This is an optimization exercise on Yosys and OpenROAD, whose aim is small area and a short achievable clock period, not a production implementation. In this exercise RTL edits were held to simulation tests only and were not proved equivalent to the original.

## flow/design.v (module list and top-level ports; edited modules follow where they fit)
// module MrSimSimulation: 1192 lines
// module kmfa: 4 lines
// module kmha: 4 lines
module MrSimSimulation(input clk, input reset,
    input [63:0] io_enq_dat,
    input  io_enq_val,
    output io_enq_rdy,
    output[63:0] io_deq_dat,
    output io_deq_val,
    input  io_deq_rdy
);
  // ...
==> flow/flow/run.sh <==
#!/bin/bash
# Standard synthesis, then the standard layout with the resizer aiming for a setup slack margin,
# small port buffers and a smaller clock tree.
set -euo pipefail
bash standard.sh synth > synth.log 2>&1
bash standard.sh SETUP_SLACK_MARGIN=12.4 BUFFER_PORTS_ARGS='-buffer_cell sky130_fd_sc_hd__buf_1' 'CTS_ARGS=-sink_clustering_enable -repair_clock_nets -dont_use_dummy_load -buf_list sky130_fd_sc_hd__clkbuf_16 -sink_clustering_size 30 -sink_clustering_max_diameter 100' finish > layout.log 2>&1
==> flow/standard.sh <==
#!/bin/bash
# synth_recipe.tcl (not shown) runs the flow's synth.tcl, then flattens the netlist and writes it again
# the make line also repeats each setting of config.mk as NAME=value (left out here)
make -C /OpenROAD-flow-scripts/flow DESIGN_CONFIG=/design/flow/config.mk WORK_HOME=/design/flow/orfs CLKGATE_MAP_FILE= SYNTH_SCRIPT=/design/flow/synth_recipe.tcl "${@:-finish}"
==> flow/config.mk <==
export PLATFORM = sky130hd
export DESIGN_NAME = MrSimSimulation
export DESIGN_NICKNAME = MrSimSimulation
export VERILOG_FILES = /design/flow/design.v
export SDC_FILE = /design/flow/constraint.sdc
export NUM_CORES = 4
export LEC_CHECK = 0
export CAP_MARGIN = 20
export CORE_MARGIN = 2
export CORE_UTILIZATION = 40
export PLACE_DENSITY = 0.6
export SLEW_MARGIN = 20
export SYNTH_HIERARCHICAL = 1
export SYNTH_MINIMUM_KEEP_SIZE = 0
==> flow/constraint.sdc <==
create_clock -name core_clock -period 17.0 [get_ports {clk}]
set_input_delay 3.4000 -clock core_clock [delete_from_list [all_inputs] [get_ports {clk}]]
set_output_delay 3.4000 -clock core_clock [all_outputs]
set_load 0.01 [all_outputs]
==> flow_metrics.tcl, run 1 <==
set metrics [dict create \
    dominant-cell-class "multi-input gates" \
    fillers 3400 \
    synth_xor_area_frac 0.0386 \
    fin_crit_ns 4.56 \
    die_w_um 198 \
    muxShareOfSynthArea 0.0419 \
    routedWlPerCell_um 17.4 \
    synth_compound_area_frac 0.0751 \
    crit_path_frequent_cell "a21oi_1" \
    crit_start "io_enq_dat[0]" \
    worst_slack_ns 12.44 \
    layout_commonest_cell "and2_1" \
    cts_root_buf "clkbuf_16" \
    status "finished clean" \
    fin_skew_ns 0.0170 \
    wl_met3_um 1240 \
    num_antenna_cells 1 \
    area_growth_pct 10.8 \
    r2r_setup_slack_ns 12.54 \
    start_kind "primary input" \
    reg2regPathDepth 15 \
    setup_tns_ns 0 \
    crit_chain "buf_2 -> inv_8 -> ha_4 -> fa_2 -> inv_1 -> a21oi_1 -> o21ai_2 -> a21o_1 -> a21oi_2 -> o21bai_1 -> a21oi_1" \
    synthArstFlopShare 0 \
    multi_input_cells 1033 \
    htree_levels 4 \
    rsz0062_at_grt "yes" \
    cp_max_fo 2 \
    slew_viol_final 0 \
    worstHoldPathType "register to register" \
    finalSetupViolCount 0 \
    synth-adder-area-share 0.367 \
    layout-drive-gt1-share 0.115 \
]
==> inputs of run 2 (changes only) <==
==> flow/flow/run.sh (replaced) <==
#!/bin/bash
# Standard synthesis, then the standard layout with the resizer aiming for a setup slack margin,
# small port buffers and a smaller clock tree.
set -euo pipefail
bash standard.sh synth > synth.log 2>&1
bash standard.sh SETUP_SLACK_MARGIN=12.45 BUFFER_PORTS_ARGS='-buffer_cell sky130_fd_sc_hd__buf_1' 'CTS_ARGS=-sink_clustering_enable -repair_clock_nets -dont_use_dummy_load -buf_list sky130_fd_sc_hd__clkbuf_16 -sink_clustering_size 30 -sink_clustering_max_diameter 100' finish > layout.log 2>&1
==> run 2 against run 1 <==
Compared with the run above: global-route usage barely moved; setup slack improved by 0.030 ns; clock skew rose by 0.0041 ns; largest cell class unchanged.
==> flow_metrics.tcl, run 2 <==
set metrics [dict create \
    status "finished clean" \
    slew_viol_final 0 \
    timing.fmax_mhz 221 \
    layout_commonest_cell "and2_1" \
    yosys.area_share.simple 0.132 \
    maxCapViolCount 0 \
    route.detailed.drc 0 \
    ioPinCount 134 \
    numPortBuffers 86 \
    synthMostInstantiatedCell "fa_1" \
    dr.pass1.iters 5 \
    rsz0062_at_grt "yes" \
    finalSetupViolCount 0 \
    synth_flop_cell "dfxtp_1" \
    fin_skew_ns 0.0211 \
    synth-seq-cells 189 \
    synth_xor_area_frac 0.0386 \
    crit_slowest_cell "fa_2" \
    synthArstFlopShare 0 \
    crit_type "primary input to register" \
    arrival_ns 4.85 \
    synth.top_cell.area_share 0.232 \
    grt_usage 0.175 \
    start_kind "primary input" \
    yosys_warnings 7 \
    cts_sinks 189 \
    cpPeakStageDelay_ns 0.38 \
    clkSlewWorstSetupHoldPaths_ns 0.07 \
    cts_made_buffers 17 \
    first_iter_violations 409 \
    layout-drive-gt1-share 0.131 \
    fin_nets 1807 \
    cp_max_fo 4 \
    clock_path_buffers 2 \
    worstPathRequired_ns 17.32 \
    overflow 0 \
    ys_types 62 \
    endpoint_kind "register" \
    dr_wl_met2_um 15800 \
    synth-adder-area-share 0.367 \
    fin_crit_ns 4.53 \
    rows 70 \
    dieArea_sq_mm 0.0390 \
    max_slew_margin 0.390 \
    synth_top_family_by_area "adder cells" \
    area_growth_pct 12.1 \
    viasPerCell 5.04 \
    netlist_top_cells_area "fa_1 (23%), dfxtp_1 (16%), edfxtp_1 (14%)" \
    crit_path_frequent_cell "o21ai_1" \
    vias 9496 \
    routedWlPerCell_um 17.5 \
    muxShareOfSynthArea 0.0419 \
    syn-cell-area_sq_mm 0.0150 \
    cts_root_buf "clkbuf_16" \
    syn_avg_cell_area_sq_um 11.5 \
    dpl.hpwl_um 26900 \
    wl_met3_um 1200 \
    setup_tns_ns 0 \
    final_antenna_net_count 0 \
    core_area_sq_mm 0.0368 \
    grt_max_degree 20 \
    clkLatencyLatePin_ns 0.44 \
    synth_compound_area_frac 0.0751 \
    final.period_utilization 0.267 \
    wl_met1_um 15600 \
    gp_congestion 0.844 \
    synth_edf_count 72 \
    fillers 3457 \
    die_h_um 198 \
    antenna_found_initial 3 \
    hold_buffers 0 \
    wirelength_um 32900 \
    hold_violations 0 \
    worst-slew-pin-transition_ns 0.913 \
    grt_pass1_wl_um 52800 \
    worstHoldPathType "register to register" \
    yosysTopAreaCell "fa_1" \
    die_w_um 198 \
    final_core_util 0.457 \
    htree_levels 4 \
    crit_chain "buf_12 -> ha_4 -> fa_2 -> nor2b_1 -> o21ai_1 -> a21boi_1 -> o21ai_1 -> nand2b_1 -> a21o_1 -> a21oi_2" \
    mostFrequentLayoutCells "and2_1 (169), fa_1 (168), ha_1 (131), dfxtp_1 (101), edfxtp_1 (72)" \
    start_util 0.407 \
    top_layer "met4" \
    synth_cells 1300 \
    seq_area_frac_synth 0.301 \
    grt_pass1_vias 9957 \
    synth_common_cells "fa_1 (174), and2_1 (169), ha_1 (147)" \
    cts_tree "yes" \
]
-- run 2: path summary, 6_finish.rpt --
| check | to | slack, ns | startpoint | depth (start not counted) |
|---|---|---|---|---|
| setup / recovery | df3[8]$_DFF_P_ | 12.47 | io_enq_dat[56] | 10 |
| hold / removal | p2[0]$_DFF_P_ | 0.32 | p1[0]$_DFF_P_ | 0 |
| setup reg to reg | e2[6]$_DFF_P_ | 12.62 | df4[1]$_DFF_P_ | 13 |
| hold reg to reg | p2[0]$_DFF_P_ | 0.32 | p1[0]$_DFF_P_ | 0 |
-- run 2: timing repair --
action | CTS | global route
pin swaps | 6 | 40
resized for setup | 15 | 66
gates cloned | 0 | 0
setup endpoints to repair | 53 | 22
buffers inserted | 6 | 8
-- run 2: critical path, delay by kind of cell --
kind / cells / cell delay, ns
AO/OA/AOI/OAI: 5 / 0.57
AND/OR/NAND/NOR: 2 / 0.23
buffers and inverters: 1 / 0.11
adder cells (fa/ha/maj): 2 / 0.54
-- run 2: cell type report --
class	instances	area, sq um	share of cell area
antenna	1	2.50	0.000149
clock buffer	17	425	0.0253
inverter	77	367	0.0218
multi-input combinational	1033	10300	0.615
sequential	189	4520	0.269
tap	468	586	0.0349
timing repair buffer	100	559	0.0333
-- run 2: layer usage --
| layer | vias to the layer above | track usage |
|---|---|---|
| met1 | 4794 | 0.243 |
| met3 | 21 | 0.0275 |
| met5 | - | 0 |
| met2 | 152 | 0.290 |
| li1 | 4529 | - |
| met4 | 0 | 0.0356 |
-- run 2: metrics by stage --
stage / instances / setup WS [ns] / instance area, sq um / hold WS [ns]
after floorplan: 1351 / 12.24 / 15500 / 0.310
after detailed placement: 1853 / 11.72 / 16000 / 0.312
after global routing: 1885 / 12.40 / 16800 / 0.337
after global placement: 1853 / 11.76 / 16000 / 0.311
after CTS: 1876 / 12.43 / 16500 / 0.318
final: 1885 / 12.47 / 16800 / 0.316
-- run 2: per-module statistics from Yosys, one instance, submodules excluded --
module	area [sq um]	cells	times used
kmha	12.5	1	51
MrSimSimulation	11000	1081	1
kmfa	20.0	1	168
-- run 2: cell families (layout without fill, tap and decap cells) --
family	Yosys count	in the layout
buffers and inverters	129	194
AOI/OAI and AO/OA	169	169
DFF	189	189
adders and majority gates	338	338
and+or+nand+nor	351	351
other	2	54
muxes	56	56
xor gates and xnor gates	66	66
==> inputs of run 3 (changes only) <==
==> flow/flow/run.sh (replaced) <==
#!/bin/bash
# Standard synthesis, then the standard layout with the resizer aiming for a setup slack margin,
# small port buffers and a smaller clock tree.
set -euo pipefail
bash standard.sh synth > synth.log 2>&1
bash standard.sh SETUP_SLACK_MARGIN=12.35 BUFFER_PORTS_ARGS='-buffer_cell sky130_fd_sc_hd__buf_2' 'CTS_ARGS=-sink_clustering_enable -repair_clock_nets -dont_use_dummy_load -buf_list sky130_fd_sc_hd__clkbuf_16 -sink_clustering_size 30 -sink_clustering_max_diameter 100' finish > layout.log 2>&1
==> run 3 against run 2 <==
Compared with the run above: sequential cell count unchanged; die area unchanged; clock skew increased by 0.014 ns; register-to-register slack worse by 0.06 ns; critical path type unchanged.
==> flow_metrics.tcl, run 3 <==
set metrics [dict create \
    synth_common_cells "fa_1 (174), and2_1 (169), ha_1 (147)" \
    synth_flop_cell "dfxtp_1" \
    reg2reg_from "df1[0]$_DFF_P_" \
    layout_commonest_cell "and2_1" \
    gp_congestion 0.850 \
    r2r_setup_slack_ns 12.56 \
    hold_violations 0 \
    die_h_um 198 \
    synth.top_cell.area_share 0.232 \
    dieArea_sq_mm 0.0390 \
    synth_cells 1300 \
    ioPinCount 134 \
    worst_slack_ns 12.40 \
    fin_nets 1801 \
    finalSetupViolCount 0 \
    clkLatencyLatePin_ns 0.44 \
    critPathTopFamily "compound AO/OA/AOI/OAI gates" \
    worstPathRequired_ns 17.30 \
    hold_slack_ns 0.301 \
    worstHoldPathType "register to register" \
    htree_levels 4 \
    cpPeakStageDelay_ns 0.37 \
    syn-cell-area_sq_mm 0.0150 \
    netlist_top_cells_area "fa_1 (23%), dfxtp_1 (16%), edfxtp_1 (14%)" \
    cts_made_buffers 17 \
    seq_area_frac_synth 0.301 \
    cp_max_fo 2 \
    final.period_utilization 0.270 \
    multi_input_area_sq_mm 0.0102 \
    cts_tree "yes" \
    crit_chain "buf_2 -> inv_8 -> ha_4 -> fa_2 -> inv_1 -> a21oi_1 -> o21ai_1 -> a21o_1 -> a21oi_2 -> o21bai_1 -> a21oi_1" \
    overflow 0 \
    numPortBuffers 86 \
    timing.fmax_mhz 217 \
    fin_crit_ns 4.60 \
    syn_avg_cell_area_sq_um 11.5 \
    grt_pass1_wl_um 54700 \
    yosysTopAreaCell "fa_1" \
    final_antenna_net_count 0 \
    reg2regPathDepth 14 \
    cts_sinks 189 \
    routedWlPerCell_um 17.8 \
    rsz0062_at_grt "yes" \
    synth_edf_count 72 \
    mostFrequentLayoutCells "and2_1 (169), fa_1 (168), ha_1 (141), dfxtp_1 (109), buf_2 (78)" \
    timing.rr.end "l10$_DFF_P_" \
    clkSlewWorstSetupHoldPaths_ns 0.08 \
    worstHoldEndpoint "p2[13]$_DFF_P_" \
    status "finished clean" \
    wirelength_um 33400 \
    fillers 3503 \
    viasPerCell 5.00 \
    vias 9386 \
    synthMostInstantiatedCell "fa_1" \
    dpl.hpwl_um 26800 \
    core_area_sq_mm 0.0368 \
    die_w_um 198 \
    area_growth_pct 10.9 \
    cts_root_buf "clkbuf_16" \
    register_area_sq_mm 0.00451 \
    slew_viol_final 0 \
    path_buf_inv 3 \
    dr.pass1.iters 5 \
    grt_usage 0.183 \
    rows 70 \
    clock_path_buffers 2 \
    arrival_ns 4.90 \
    hold_start "p1[13]$_DFF_P_" \
    worst-slew-pin-transition_ns 0.915 \
    start_util 0.407 \
    whs_path_depth 0 \
    max_slew_margin 0.389 \
    grt_pass1_vias 10061 \
    hold_buffers 0 \
    first_iter_violations 403 \
    fin_skew_ns 0.0352 \
    grt_max_degree 21 \
    maxCapViolCount 0 \
    layout-drive-gt1-share 0.161 \
    synthArstFlopShare 0 \
    start_kind "primary input" \
    crit_type "primary input to register" \
    ys_types 62 \
    synth-seq-cells 189 \
    route.detailed.drc 0 \
    setup_tns_ns 0 \
    crit_path_frequent_cell "a21oi_1" \
    endpoint_kind "register" \
    place_ws_ns 11.86 \
    yosys_warnings 7 \
    crit_slowest_cell "fa_2" \
    antenna_found_initial 2 \
]
run 3: cell counts after synthesis:
No cell type changed its count.
run 3: worst max path at each step:
| stage | to | depth (start not counted) | startpoint |
|---|---|---|---|
| after floorplan | df1[8]$_DFF_P_ | 10 | io_enq_dat[8] |
| after global placement | df1[8]$_DFF_P_ | 10 | io_enq_dat[56] |
| after detailed placement | df1[8]$_DFF_P_ | 10 | io_enq_dat[56] |
| after CTS | df4[8]$_DFF_P_ | 10 | io_enq_dat[48] |
| after global routing | l10$_DFF_P_ | 14 | df1[0]$_DFF_P_ |
| final | df0[8]$_DFF_P_ | 11 | io_enq_dat[0] |
run 3: through the flow:
step	std cells	instance area, sq um	utilization
5_1_grt	1878	16600	0.452
3_3_place_gp	1853	16000	0.435
4_1_cts	1872	16400	0.447
2_1_floorplan	1351	15400	-
6_report	1879	16600	0.452
3_5_place_dp	1853	16000	0.435
run 3: final cells by class:
cell class	instances	area share
multi-input combinational	1033	0.614
timing repair buffer	94	0.0337
antenna	1	0.000151
inverter	77	0.0201
clock buffer	17	0.0256
tap	468	0.0352
sequential	189	0.272
run 3: timing repair:
| item | 4_1_cts | 5_1_grt |
|---|---|---|
| hold endpoints to repair | 0 | 0 |
| buffers inserted | 2 | 6 |
| resized for setup | 3 | 35 |
| pin swaps | 2 | 20 |
| endpoints found under the setup margin | 1 | 27 |
run 3: Yosys stat by module (local to each module, per instance):
module	flops+latches	copies in the design	cells	area [sq um]
kmha	0	51	1	12.5
MrSimSimulation	189	1	1081	11000
kmfa	0	168	1	20.0
run 3: routing by layer:
layer / up-vias / part of all wire / GRT usage
met5: - / 0.00048 / 0
met4: 2 / 0.020 / 0.0498
met3: 33 / 0.029 / 0.0236
met2: 164 / 0.48 / 0.307
met1: 4683 / 0.47 / 0.249
li1: 4504 / - / -
run 3: logic make-up after synthesis:
logic type | share of synthesized area
xor gates and xnor gates | 0.0386
AOI/OAI and AO/OA | 0.0751
DFF | 0.301
adders and majority gates | 0.367
muxes | 0.0419
other | 0.000501
and+or+nand+nor | 0.132
buffers and inverters | 0.0445
==> inputs of run 4 (changes only) <==
==> flow/flow/run.sh (replaced) <==
#!/bin/bash
# Standard synthesis, then the standard layout with the resizer aiming for a setup slack margin,
# small port buffers and a smaller clock tree.
set -euo pipefail
bash standard.sh synth > synth.log 2>&1
bash standard.sh SETUP_SLACK_MARGIN=12.35 BUFFER_PORTS_ARGS='-buffer_cell sky130_fd_sc_hd__buf_1' 'CTS_ARGS=-sink_clustering_enable -repair_clock_nets -dont_use_dummy_load -buf_list sky130_fd_sc_hd__clkbuf_16 -sink_clustering_size 30 -sink_clustering_max_diameter 100' finish > layout.log 2>&1
==> run 4 against run 3 <==
Compared with the run above: fmax up 0.57%; non-clock buffer count shrank 1; setup slack improved by 0.026 ns; critical endpoint is now df1[8]$_DFF_P_.
==> flow_metrics.tcl, run 4 <==
set metrics [dict create \
    status "finished clean" \
    syn_avg_cell_area_sq_um 11.5 \
    whs_path_depth 0 \
    crit_type "primary input to register" \
    synth_common_cells "fa_1 (174), and2_1 (169), ha_1 (147)" \
    start_util 0.407 \
    synth_flop_cell "dfxtp_1" \
    hold_start "p1[5]$_DFF_P_" \
    dr.pass1.iters 4 \
    start_kind "primary input" \
    worstPathRequired_ns 17.30 \
    wirelength_um 33500 \
    cts_tree "yes" \
    ioPinCount 134 \
    dieArea_sq_mm 0.0390 \
    grt_pass1_wl_um 53900 \
    rsz0062_at_grt "yes" \
    cts_made_buffers 17 \
    first_iter_violations 424 \
    rows 70 \
    grt_pass1_vias 10016 \
    multi_input_area_sq_mm 0.0102 \
    cp_max_fo 2 \
    fin_crit_ns 4.57 \
    numPortBuffers 86 \
    synth-seq-cells 189 \
    r2r_setup_slack_ns 12.51 \
    clock_path_buffers 2 \
    overflow 0 \
    cts_sinks 189 \
    syn-cell-area_sq_mm 0.0150 \
    final.period_utilization 0.269 \
    synthMostInstantiatedCell "fa_1" \
    synth.top_cell.area_share 0.232 \
    dpl.hpwl_um 26600 \
    final_core_util 0.449 \
    grt_max_degree 20 \
    route.detailed.drc 0 \
    final_antenna_net_count 0 \
    worst-slew-pin-transition_ns 0.939 \
    die_w_um 198 \
    hold_violations 0 \
    maxCapViolCount 0 \
    timing.fmax_mhz 219 \
    endpoint_kind "register" \
    routedWlPerCell_um 17.8 \
    ys_types 62 \
    yosysTopAreaCell "fa_1" \
    core_area_sq_mm 0.0368 \
    mostFrequentLayoutCells "and2_1 (169), fa_1 (168), ha_1 (140), dfxtp_1 (108), buf_1 (75)" \
    vias 9369 \
    register_area_sq_mm 0.00452 \
    setup_tns_ns 0 \
    antenna_found_initial 2 \
    fillers 3469 \
    synth_cells 1300 \
    synthArstFlopShare 0 \
    reg2reg_from "df2[1]$_DFF_P_" \
    yosys_warnings 7 \
    layout_commonest_cell "and2_1" \
    placed_area_sq_mm 0.0159 \
    finalSetupViolCount 0 \
    htree_levels 4 \
    arrival_ns 4.88 \
    gp_congestion 0.828 \
    fin_nets 1800 \
    die_h_um 198 \
    timing.rr.end "e1[6]$_DFF_P_" \
    worstHoldEndpoint "p2[5]$_DFF_P_" \
    seq_area_frac_synth 0.301 \
    clkSlewWorstSetupHoldPaths_ns 0.08 \
    clkLatencyLatePin_ns 0.43 \
    synth_edf_count 72 \
    cts_root_buf "clkbuf_16" \
    area_growth_pct 10.1 \
    slew_viol_final 0 \
    grt_usage 0.181 \
    worstHoldPathType "register to register" \
    max_slew_margin 0.373 \
    netlist_top_cells_area "fa_1 (23%), dfxtp_1 (16%), edfxtp_1 (14%)" \
    hold_slack_ns 0.317 \
    viasPerCell 4.98 \
    layout-drive-gt1-share 0.109 \
    fin_area_sq_mm 0.0165 \
    fin_skew_ns 0.0297 \
    reg2regPathDepth 15 \
    hold_buffers 0 \
]
-- run 4: cell counts after synthesis --
Identical to the previous run, type by type.
-- run 4: what timing repair did --
item / CTS / global route
buffers inserted: 0 / 7
pin swaps: 0 / 14
resized for setup: 8 / 37
endpoints found under the setup margin: 22 / 55
-- run 4: worst max path at each step --
stage | startpoint | end | slack (ns) | cells past startpoint
after global placement | io_enq_dat[49] | df4[7]$_DFF_P_ | 11.69 | 10
after floorplan | io_enq_dat[8] | df1[8]$_DFF_P_ | 12.24 | 10
after CTS | io_enq_dat[32] | df4[8]$_DFF_P_ | 12.35 | 11
after detailed placement | io_enq_dat[56] | df5[8]$_DFF_P_ | 11.66 | 10
final | io_enq_dat[8] | df1[8]$_DFF_P_ | 12.43 | 11
after global routing | df0[4]$_DFF_P_ | l10$_DFF_P_ | 12.32 | 14
-- run 4: modules after synthesis, one instance, submodules excluded --
| module | copies in the design | cells inside | flip-flops and latches | area [sq um] |
|---|---|---|---|---|
| MrSimSimulation | 1 | 1081 | 189 | 11000 |
| kmfa | 168 | 1 | 0 | 20.0 |
| kmha | 51 | 1 | 0 | 12.5 |
-- run 4: layout make-up --
cell class | instances | share of cell area
multi-input cells | 1033 | 0.618
flip-flops and latches | 189 | 0.274
well taps | 468 | 0.0355
repair buffers | 93 | 0.0262
clock buffers | 17 | 0.0258
inverters | 77 | 0.0202
diodes | 3 | 0.000455
-- run 4: critical path: stages --
cell      delay (ns)
buf_4           0.13
inv_8           0.04
ha_4            0.15
fa_2            0.40
nor2b_2         0.13
o21ai_2         0.07
a21boi_2        0.17
o21a_1          0.14
nor2_2          0.05
o21bai_1        0.11
a21oi_1         0.07
-- run 4: layer usage --
layer / vias to the layer above / share of wire / GRT usage / wire, um
li1: 4512 / - / - / -
met1: 4685 / 0.47 / 0.244 / 15600
met2: 150 / 0.49 / 0.306 / 16400
met3: 22 / 0.029 / 0.0237 / 981
met4: 0 / 0.015 / 0.0482 / 499
met5: - / 0 / 0 / 0
-- run 4: logic make-up after synthesis --
family                   after synthesis  synth area share
AO/OA/AOI/OAI                        169            0.0751
XOR/XNOR                              66            0.0386
adder cells (fa/ha/maj)              338             0.367
buffers and inverters                129            0.0445
flip-flops                           189             0.301
multiplexers                          56            0.0419
other                                  2          0.000501
AND/OR/NAND/NOR                      351             0.132
-- run 4: metrics by stage --
| stage | setup slack (ns) | std cells |
|---|---|---|
| floorplan | 12.24 | 1351 |
| global placement | 11.69 | 1853 |
| CTS | 12.35 | 1870 |
| global route | 12.32 | 1878 |
| detailed placement | 11.66 | 1853 |
| finish | 12.43 | 1880 |
==> inputs of run 5 (changes only) <==
==> flow/flow/run.sh (replaced) <==
#!/bin/bash
# Standard synthesis, then the standard layout with the resizer aiming for a setup slack margin,
# small port buffers and a smaller clock tree.
set -euo pipefail
bash standard.sh synth > synth.log 2>&1
bash standard.sh SETUP_SLACK_MARGIN=12.35 BUFFER_PORTS_ARGS='-buffer_cell sky130_fd_sc_hd__buf_1' 'CTS_ARGS=-sink_clustering_enable -repair_clock_nets -dont_use_dummy_load -buf_list sky130_fd_sc_hd__clkbuf_16 -sink_clustering_size 30 -sink_clustering_max_diameter 100 -sink_clustering_levels 1' finish > layout.log 2>&1
==> run 5 against run 4 <==
Compared with the run above: still clean; via count unchanged; global-route usage did not move; sequential share of layout area stayed put; count of clock-buffer cells in the layout stayed put; critical path depth unchanged; die area is the same; highest routed layer unchanged.
==> flow_metrics.tcl, run 5 <==
set metrics [dict create \
    overflow 0 \
    cts_tree "yes" \
    route.detailed.drc 0 \
    clkLatencyLatePin_ns 0.43 \
    crit_type "primary input to register" \
    cts_made_buffers 17 \
    hold_violations 0 \
    muxShareOfSynthArea 0.0419 \
    final.period_utilization 0.269 \
    setup_tns_ns 0 \
    cts_sinks 189 \
    synthArstFlopShare 0 \
    timing.rr.end "e1[6]$_DFF_P_" \
    timing.fmax_mhz 219 \
    layout-drive-gt1-share 0.109 \
    first_iter_violations 424 \
    clock_path_buffers 2 \
    die_w_um 198 \
    place_ws_ns 11.66 \
    fin_cells 1880 \
    crit_end "df1[8]$_DFF_P_" \
    fin_crit_ns 4.57 \
    finalSetupViolCount 0 \
    r2r_setup_slack_ns 12.51 \
    die_h_um 198 \
    rows 70 \
    yosys_warnings 7 \
    synth.top_cell.area_share 0.232 \
    viasPerCell 4.98 \
    cpPeakStageDelay_ns 0.40 \
    final_antenna_net_count 0 \
    worst-slew-pin-transition_ns 0.939 \
    yosys.area_share.simple 0.132 \
    grt_pass1_vias 10016 \
    yosysTopAreaCell "fa_1" \
    netlist_top_cells_area "fa_1 (23%), dfxtp_1 (16%), edfxtp_1 (14%)" \
    dr_wl_met2_um 16400 \
    htree_levels 4 \
    synth-seq-cells 189 \
    crit_slowest_cell "fa_2" \
    synth-adder-area-share 0.367 \
    status "finished clean" \
    core_area_sq_mm 0.0368 \
    synth_common_cells "fa_1 (174), and2_1 (169), ha_1 (147)" \
    wl_met1_um 15600 \
    synth_compound_area_frac 0.0751 \
    start_kind "primary input" \
    synth_xor_area_frac 0.0386 \
    reg2reg_from "df2[1]$_DFF_P_" \
    max_slew_margin 0.373 \
    dieArea_sq_mm 0.0390 \
    mostFrequentLayoutCells "and2_1 (169), fa_1 (168), ha_1 (140), dfxtp_1 (108), buf_1 (75)" \
    seq_area_frac_synth 0.301 \
    synth_cells 1300 \
    fin_nets 1800 \
    worst_slack_ns 12.43 \
    syn-cell-area_sq_mm 0.0150 \
    numPortBuffers 86 \
    wl_met3_um 981 \
    clkSlewWorstSetupHoldPaths_ns 0.08 \
    slew_viol_final 0 \
    maxCapViolCount 0 \
    worstHoldPathType "register to register" \
    rsz0062_at_grt "yes" \
    grt_pass1_wl_um 53900 \
    wirelength_um 33500 \
    vias 9369 \
    cp_max_fo 2 \
    synthMostInstantiatedCell "fa_1" \
    antenna_found_initial 2 \
    dpl.hpwl_um 26600 \
    area_growth_pct 10.1 \
    hold_start "p1[5]$_DFF_P_" \
    endpoint_kind "register" \
    cts_root_buf "clkbuf_16" \
    synth_flop_cell "dfxtp_1" \
    layout_commonest_cell "and2_1" \
    top_layer "met4" \
    synth_top_family_by_area "adder cells" \
    grt_max_degree 20 \
    arrival_ns 4.88 \
    start_util 0.407 \
    ioPinCount 134 \
    fin_skew_ns 0.0297 \
    ys_types 62 \
    crit_chain "buf_4 -> inv_8 -> ha_4 -> fa_2 -> nor2b_2 -> o21ai_2 -> a21boi_2 -> o21a_1 -> nor2_2 -> o21bai_1 -> a21oi_1" \
    worstPathRequired_ns 17.30 \
    place_inst 1853 \
    routedWlPerCell_um 17.8 \
    syn_avg_cell_area_sq_um 11.5 \
    reg2regPathDepth 15 \
    dr.pass1.iters 4 \
    crit_start "io_enq_dat[8]" \
    grt_usage 0.181 \
    synth_edf_count 72 \
    gp_congestion 0.828 \
]
==> run 5: area by class of cell <==
type | count | area, sq um
fillers | 3469 | 20300
multi-input cells | 1033 | 10200
flip-flops and latches | 189 | 4520
well taps | 468 | 586
repair buffers | 93 | 433
clock buffers | 17 | 425
inverters | 77 | 334
diodes | 3 | 7.51
==> run 5: timing repair <==
item                       4_1_cts  5_1_grt
buffers inserted                 0        7
pin swaps                        0       14
setup endpoints to repair       22       55
hold buffers                     0        0
gates resized for setup          8       37
==> run 5: kinds of logic after synthesis <==
kind of cell | count (synthesis)
simple gates | 351
fa+ha+maj | 338
compound gates | 169
xor+xnor | 66
flops | 189
mux | 56
other cells | 2
buf+inv | 129
==> run 5: how the worst min path moves through the flow <==
stage          depth (start not counted)            end  slack, ns
2_1_floorplan                          0  p2[0]$_DFF_P_       0.31
3_3_place_gp                           0  p2[8]$_DFF_P_       0.31
3_5_place_dp                           0  p2[0]$_DFF_P_       0.31
4_1_cts                                0  p2[5]$_DFF_P_       0.32
5_1_grt                                0  p2[5]$_DFF_P_       0.32
6_report                               0  p2[5]$_DFF_P_       0.32
==> run 5: per-stage QoR <==
step | util | hold WS [ns] | cell area [sq um]
2_1_floorplan | - | 0.310 | 15400
3_3_place_gp | 0.432 | 0.311 | 15900
3_5_place_dp | 0.432 | 0.312 | 15900
4_1_cts | 0.444 | 0.319 | 16300
5_1_grt | 0.449 | 0.319 | 16500
6_report | 0.449 | 0.317 | 16500
==> run 5: critical path: cells and delay by family <==
kind / cells / cell delay, ns
simple gates: 2 / 0.18
compound gates: 5 / 0.56
fa+ha+maj: 2 / 0.55
buf+inv: 2 / 0.17
==> run 5: routing by layer <==
metal | track usage | up-vias
met5 | 0 | -
met4 | 0.0482 | 0
met3 | 0.0237 | 22
met2 | 0.306 | 150
met1 | 0.244 | 4685
li1 | - | 4512
==> run 5: per-module statistics from Yosys, one instance, submodules excluded <==
module	cells	flip-flops and latches	copies in the design	area (sq um)
kmfa	1	0	168	20.0
kmha	1	0	51	12.5
MrSimSimulation	1081	189	1	11000
==> inputs of run 6 (changes only) <==
==> flow/flow/run.sh (replaced) <==
#!/bin/bash
# Standard synthesis, then the standard layout with the resizer aiming for a setup slack margin,
# small port buffers and a smaller clock tree.
set -euo pipefail
bash standard.sh synth > synth.log 2>&1
bash standard.sh SETUP_SLACK_MARGIN=12.35 BUFFER_PORTS_ARGS='-buffer_cell sky130_fd_sc_hd__buf_1' 'CTS_ARGS=-sink_clustering_enable -repair_clock_nets -dont_use_dummy_load -buf_list sky130_fd_sc_hd__clkbuf_16 -sink_clustering_size 30 -sink_clustering_max_diameter 100 -sink_clustering_levels 2' finish > layout.log 2>&1
==> run 6 against run 5 <==
Compared with the run above: still clean on timing, DRC and antenna; global-route usage unchanged; setup slack unchanged; first-iteration DRC count unchanged; synthesized area unchanged; critical path depth unchanged; wire length unchanged; via count unchanged; hold slack unchanged; sequential share of layout area unchanged; synthesized cell count unchanged; critical path type unchanged; critical endpoint unchanged.
==> flow_metrics.tcl, run 6 <==
set metrics [dict create \
    grt_max_degree 20 \
    timing.rr.end "e1[6]$_DFF_P_" \
    reg2reg_from "df2[1]$_DFF_P_" \
    cts_sinks 189 \
    slew_viol_final 0 \
    worstHoldPathType "register to register" \
    start_kind "primary input" \
    crit_end "df1[8]$_DFF_P_" \
    status "finished clean" \
    die_w_um 198 \
    synthArstFlopShare 0 \
    layout_commonest_cell "and2_1" \
    core_area_sq_mm 0.0368 \
    synth_common_cells "fa_1 (174), and2_1 (169), ha_1 (147)" \
    final.period_utilization 0.269 \
    syn-cell-area_sq_mm 0.0150 \
    dieArea_sq_mm 0.0390 \
    cts_tree "yes" \
    antenna_found_initial 2 \
    start_util 0.407 \
    max_slew_margin 0.373 \
    yosysTopAreaCell "fa_1" \
    ys_types 62 \
    synth.top_cell.area_share 0.232 \
    netlist_top_cells_area "fa_1 (23%), dfxtp_1 (16%), edfxtp_1 (14%)" \
    timing.fmax_mhz 219 \
    rows 70 \
    grt_usage 0.181 \
    met2_usage 0.306 \
    finalSetupViolCount 0 \
    first_iter_violations 424 \
    mostFrequentLayoutCells "and2_1 (169), fa_1 (168), ha_1 (140), dfxtp_1 (108), buf_1 (75)" \
    arrival_ns 4.88 \
    final_antenna_net_count 0 \
    gr-usage-met1 0.244 \
    viasPerCell 4.98 \
    maxCapViolCount 0 \
    fin_nets 1800 \
    clkSlewWorstSetupHoldPaths_ns 0.08 \
    register_area_sq_mm 0.00452 \
    multi_input_area_sq_mm 0.0102 \
    synth-seq-cells 189 \
    place_ws_ns 11.66 \
    vias 9369 \
    ioPinCount 134 \
    synth_flop_cell "dfxtp_1" \
    wirelength_um 33500 \
    fin_crit_ns 4.57 \
    grt_most_used_layer "met2" \
    fin_skew_ns 0.0297 \
    r2r_setup_slack_ns 12.51 \
    seq_area_frac_synth 0.301 \
    routedWlPerCell_um 17.8 \
    worst-slew-pin-transition_ns 0.939 \
    hold_violations 0 \
    dr.pass1.iters 4 \
    layout-drive-gt1-share 0.109 \
    die_h_um 198 \
    grt_pass1_wl_um 53900 \
    dpl.hpwl_um 26600 \
    crit_type "primary input to register" \
    gp_congestion 0.828 \
    cts_root_buf "clkbuf_16" \
    yosys_warnings 7 \
    synth_cells 1300 \
    crit_start "io_enq_dat[8]" \
    fillers 3469 \
    grtUsageMet3 0.0237 \
    setup_tns_ns 0 \
    overflow 0 \
    route.detailed.drc 0 \
    grt_pass1_vias 10016 \
    numPortBuffers 86 \
    reg2regPathDepth 15 \
    synthMostInstantiatedCell "fa_1" \
    endpoint_kind "register" \
    synth_edf_count 72 \
    clock_path_buffers 2 \
    syn_avg_cell_area_sq_um 11.5 \
    worst_slack_ns 12.43 \
    cp_max_fo 2 \
    cts_made_buffers 17 \
    clkLatencyLatePin_ns 0.43 \
    htree_levels 4 \
    worstPathRequired_ns 17.30 \
    rsz0062_at_grt "yes" \
    area_growth_pct 10.1 \
]
==> run 6: timing repair <==
item	4_1_cts	5_1_grt
setup buffers	0	7
hold buffers	0	0
gates resized for setup	8	37
endpoints found under the setup margin	22	55
gates cloned	0	0
pin swaps	0	14
==> run 6: cells by family after synthesis <==
logic type               share of synthesized area
multiplexers                                0.0419
AND/OR/NAND/NOR                              0.132
flip-flops                                   0.301
other                                     0.000501
adder cells (fa/ha/maj)                      0.367
AO/OA/AOI/OAI                               0.0751
buffers and inverters                       0.0445
XOR/XNOR                                    0.0386
==> run 6: how the worst min path moves through the flow <==
| stage | start | end | cells past startpoint |
|---|---|---|---|
| after floorplan | p1[0]$_DFF_P_ | p2[0]$_DFF_P_ | 0 |
| after global placement | p1[8]$_DFF_P_ | p2[8]$_DFF_P_ | 0 |
| after detailed placement | p1[0]$_DFF_P_ | p2[0]$_DFF_P_ | 0 |
| after CTS | p1[5]$_DFF_P_ | p2[5]$_DFF_P_ | 0 |
| after global routing | p1[5]$_DFF_P_ | p2[5]$_DFF_P_ | 0 |
| final | p1[5]$_DFF_P_ | p2[5]$_DFF_P_ | 0 |
==> run 6: critical path: stages <==
cell and delay, ns:
buf_4 0.13, inv_8 0.04, ha_4 0.15, fa_2 0.40
nor2b_2 0.13, o21ai_2 0.07, a21boi_2 0.17, o21a_1 0.14
nor2_2 0.05, o21bai_1 0.11, a21oi_1 0.07
==> run 6: cell type report <==
cell class | count | share of cell area
Clock buffer | 17 | 0.0258
Timing Repair Buffer | 93 | 0.0262
Antenna cell | 3 | 0.000455
Inverter | 77 | 0.0202
Tap cell | 468 | 0.0355
Sequential cell | 189 | 0.274
Multi-Input combinational cell | 1033 | 0.618
==> run 6: through the flow <==
step	cell area [sq um]	hold WS [ns]	cells	utilization
2_1_floorplan	15400	0.310	1351	-
3_3_place_gp	15900	0.311	1853	0.432
3_5_place_dp	15900	0.312	1853	0.432
4_1_cts	16300	0.319	1870	0.444
5_1_grt	16500	0.319	1878	0.449
6_report	16500	0.317	1880	0.449
==> run 6: routing by layer <==
metal  vias to the layer above  share of wire
met4                         0          0.015
li1                       4512              -
met3                        22          0.029
met1                      4685           0.47
met5                         -              0
met2                       150           0.49
==> run 6: per-module statistics from Yosys (local to each module, per instance) <==
| module | cells inside | flip-flops and latches | cell area, sq um |
|---|---|---|---|
| MrSimSimulation | 1081 | 189 | 11000 |
| kmha | 1 | 0 | 12.5 |
| kmfa | 1 | 0 | 20.0 |
==> inputs of run 7 (changes only) <==
==> flow/flow/run.sh (replaced) <==
#!/bin/bash
# Standard synthesis, then the standard layout with the resizer aiming for a setup slack margin,
# small port buffers and a smaller clock tree.
set -euo pipefail
bash standard.sh synth > synth.log 2>&1
bash standard.sh SETUP_SLACK_MARGIN=12.35 BUFFER_PORTS_ARGS='-buffer_cell sky130_fd_sc_hd__buf_1' 'CTS_ARGS=-sink_clustering_enable -repair_clock_nets -dont_use_dummy_load -buf_list sky130_fd_sc_hd__clkbuf_16 -sink_clustering_size 30 -sink_clustering_max_diameter 100 -distance_between_buffers 300 -branching_point_buffers_distance 300' finish > layout.log 2>&1
==> run 7 against run 6 <==
Compared with the run above: critical endpoint is now df4[6]$_DFF_P_; synthesized area did not move; highest routed layer unchanged; setup slack got worse by 0.024 ns; cell count is essentially flat.
==> flow_metrics.tcl, run 7 <==
set metrics [dict create \
    status "finished clean" \
    hold_buffers 0 \
    synth_cells 1300 \
    grt_pass1_vias 10006 \
    viasPerCell 4.98 \
    setup_tns_ns 0 \
    cp_max_fo 2 \
    cts_root_buf "clkbuf_16" \
    wl_met3_um 961 \
    endpoint_kind "register" \
    layout-drive-gt1-share 0.106 \
    hold_violations 0 \
    route.detailed.drc 0 \
    gp_congestion 0.828 \
    finalSetupViolCount 0 \
    clkLatencyLatePin_ns 0.44 \
    cts_sinks 189 \
    syn-cell-area_sq_mm 0.0150 \
    path_buf_inv 3 \
    routedWlPerCell_um 17.9 \
    crit_start "io_enq_dat[32]" \
    netlist_top_cells_area "fa_1 (23%), dfxtp_1 (16%), edfxtp_1 (14%)" \
    timing.fmax_mhz 218 \
    vias 9376 \
    crit_type "primary input to register" \
    synth.top_cell.area_share 0.232 \
    core_area_sq_mm 0.0368 \
    grt_pass1_wl_um 53900 \
    synth_edf_count 72 \
    area_growth_pct 10.2 \
    wl_met1_um 15700 \
    synth-seq-cells 189 \
    yosys_warnings 7 \
    cpPeakStageDelay_ns 0.39 \
    syn_avg_cell_area_sq_um 11.5 \
    ioPinCount 134 \
    hold_start "p1[5]$_DFF_P_" \
    dpl.hpwl_um 26600 \
    seq_area_frac_synth 0.301 \
    ys_types 62 \
    reg2regPathDepth 15 \
    rows 70 \
    place_inst 1853 \
    die_h_um 198 \
    fillers 3470 \
    start_util 0.407 \
    fin_crit_ns 4.60 \
    r2r_setup_slack_ns 12.51 \
    worst-slew-pin-transition_ns 0.965 \
    overflow 0 \
    yosysTopAreaCell "fa_1" \
    reg2reg_from "df2[1]$_DFF_P_" \
    fin_cells 1881 \
    grt_usage 0.181 \
    final_core_util 0.449 \
    worstHoldEndpoint "p2[5]$_DFF_P_" \
    cts_tree "yes" \
    slew_viol_final 0 \
    dieArea_sq_mm 0.0390 \
    critPathTopFamily "adder cells" \
    final_antenna_net_count 0 \
    synthMostInstantiatedCell "fa_1" \
    fin_skew_ns 0.0320 \
    final.period_utilization 0.270 \
    numPortBuffers 86 \
    maxCapViolCount 0 \
    clkSlewWorstSetupHoldPaths_ns 0.08 \
    cts_made_buffers 17 \
    worstHoldPathType "register to register" \
    antenna_found_initial 2 \
    layout_commonest_cell "and2_1" \
    crit_chain "clkbuf_2 -> inv_8 -> ha_4 -> fa_2 -> nor2b_1 -> o21ai_2 -> a21boi_2 -> o21ai_1 -> nand2b_1 -> buf_4 -> xor2_1" \
    clock_path_buffers 2 \
    grt_max_degree 20 \
    start_kind "primary input" \
    crit_slowest_cell "fa_2" \
    htree_levels 4 \
    whs_path_depth 0 \
    fin_nets 1801 \
    dr_wl_met2_um 16500 \
    arrival_ns 4.97 \
    wirelength_um 33700 \
    first_iter_violations 391 \
    synth_common_cells "fa_1 (174), and2_1 (169), ha_1 (147)" \
    timing.rr.end "e1[6]$_DFF_P_" \
    synthArstFlopShare 0 \
    rsz0062_at_grt "yes" \
    worstPathRequired_ns 17.38 \
    max_slew_margin 0.355 \
    mostFrequentLayoutCells "and2_1 (169), fa_1 (168), ha_1 (141), dfxtp_1 (108), buf_1 (75)" \
    synth_flop_cell "dfxtp_1" \
    top_layer "met4" \
    die_w_um 198 \
    dr.pass1.iters 4 \
]
run 7: cell counts after synthesis:
No cell type changed its count.
run 7: area by class of cell:
cell class	instances	area [sq um]	share of cell area
Timing Repair Buffer	94	460	0.0279
Inverter	77	334	0.0202
Sequential cell	189	4520	0.273
Multi-Input combinational cell	1033	10200	0.617
Tap cell	468	586	0.0355
Antenna cell	3	7.51	0.000455
Clock buffer	17	425	0.0258
run 7: kinds of logic (layout without fill, tap and decap cells):
logic type,count (synthesis),in the layout,synth area share
AO/OA/AOI/OAI,169,169,0.0751
XOR/XNOR,66,66,0.0386
adder cells (fa/ha/maj),338,338,0.367
buffers and inverters,129,188,0.0445
flip-flops,189,189,0.301
multiplexers,56,56,0.0419
other,2,56,0.000501
AND/OR/NAND/NOR,351,351,0.132
run 7: how the worst max path moves through the flow:
stage | end | slack, ns | cells after the start
after detailed placement | df5[8]$_DFF_P_ | 11.66 | 10
after CTS | q0[14]$_DFFE_PP_ | 12.35 | 4
final | df4[6]$_DFF_P_ | 12.40 | 11
after global routing | df4[8]$_DFF_P_ | 12.30 | 11
after global placement | df4[7]$_DFF_P_ | 11.69 | 10
after floorplan | df1[8]$_DFF_P_ | 12.24 | 10
run 7: modules after synthesis, one instance, submodules excluded:
module	times used	cells	flip-flops and latches
kmha	51	1	0
kmfa	168	1	0
MrSimSimulation	1	1081	189
run 7: routing by layer:
metal | up-vias | track usage
met5 | - | 0
li1 | 4510 | -
met2 | 137 | 0.305
met3 | 28 | 0.0232
met4 | 0 | 0.0490
met1 | 4701 | 0.245
run 7: through the flow:
| stage | hold slack, ns | setup WS (ns) | cell area, sq um |
|---|---|---|---|
| 6_report | 0.317 | 12.40 | 16500 |
| 4_1_cts | 0.320 | 12.35 | 16300 |
| 2_1_floorplan | 0.310 | 12.24 | 15400 |
| 5_1_grt | 0.318 | 12.30 | 16500 |
| 3_5_place_dp | 0.312 | 11.66 | 15900 |
| 3_3_place_gp | 0.311 | 11.69 | 15900 |
run 7: what timing repair did:
action / CTS / global route
resized for setup: 8 / 37
setup buffers: 0 / 8
endpoints found under the setup margin: 22 / 54
pin swaps: 0 / 16
run 7: worst reg2reg max path, stage by stage, from the launching register on:
cell and delay [ns]:
dfxtp_1 0.60, nor2b_1 0.14, fa_1 0.52, fa_1 0.43, fa_1 0.39, fa_1 0.51
fa_1 0.42, ha_1 0.32, o21ai_0 0.09, a21oi_1 0.09, a21oi_1 0.16, a31oi_1 0.08
a31o_1 0.24, ha_1 0.17, nor2_1 0.13, xnor2_1 0.13

what the ideal ports hide:
No port has a modelled driver above. Below, the same layouts with a new extraction and two added sets of constraints.
Step 1, drivers: a clkbuf_16 drives clk and a buf_2 each remaining input, both assumed.
Step 2, shift: input delay + t, output delay - t, t = (earliest + latest rising clock arrival at the registers) / 2. This alone moves slack from input paths to output paths.
Slacks: no drivers / after step 1 / after step 2; pairs: no drivers / after step 1.
run	t (ns)	setup WS [ns]	worst setup path after step 2	clock arrival spread, ns	worst slew at a driven data input, ns
run 1	0.469	12.437 / 12.458 / 11.990	input to register	0.022 / 0.023	0.10
run 2	0.467	12.467 / 12.466 / 11.999	input to register	0.033 / 0.034	0.10
run 3	0.469	12.402 / 12.413 / 11.944	input to register	0.035 / 0.035	0.09
run 4	0.466	12.428 / 12.448 / 11.983	input to register	0.031 / 0.031	0.10
run 5	0.466	12.428 / 12.448 / 11.983	input to register	0.031 / 0.031	0.10
run 6	0.466	12.428 / 12.448 / 11.983	input to register	0.031 / 0.031	0.10
run 7	0.472	12.404 / 12.427 / 11.955	input to register	0.034 / 0.034	0.10
After both steps every run listed still meets setup and hold. For run 2, which loses most, drivers alone change the setup slack by -0.001 ns; drivers and shift together by -0.468 ns.
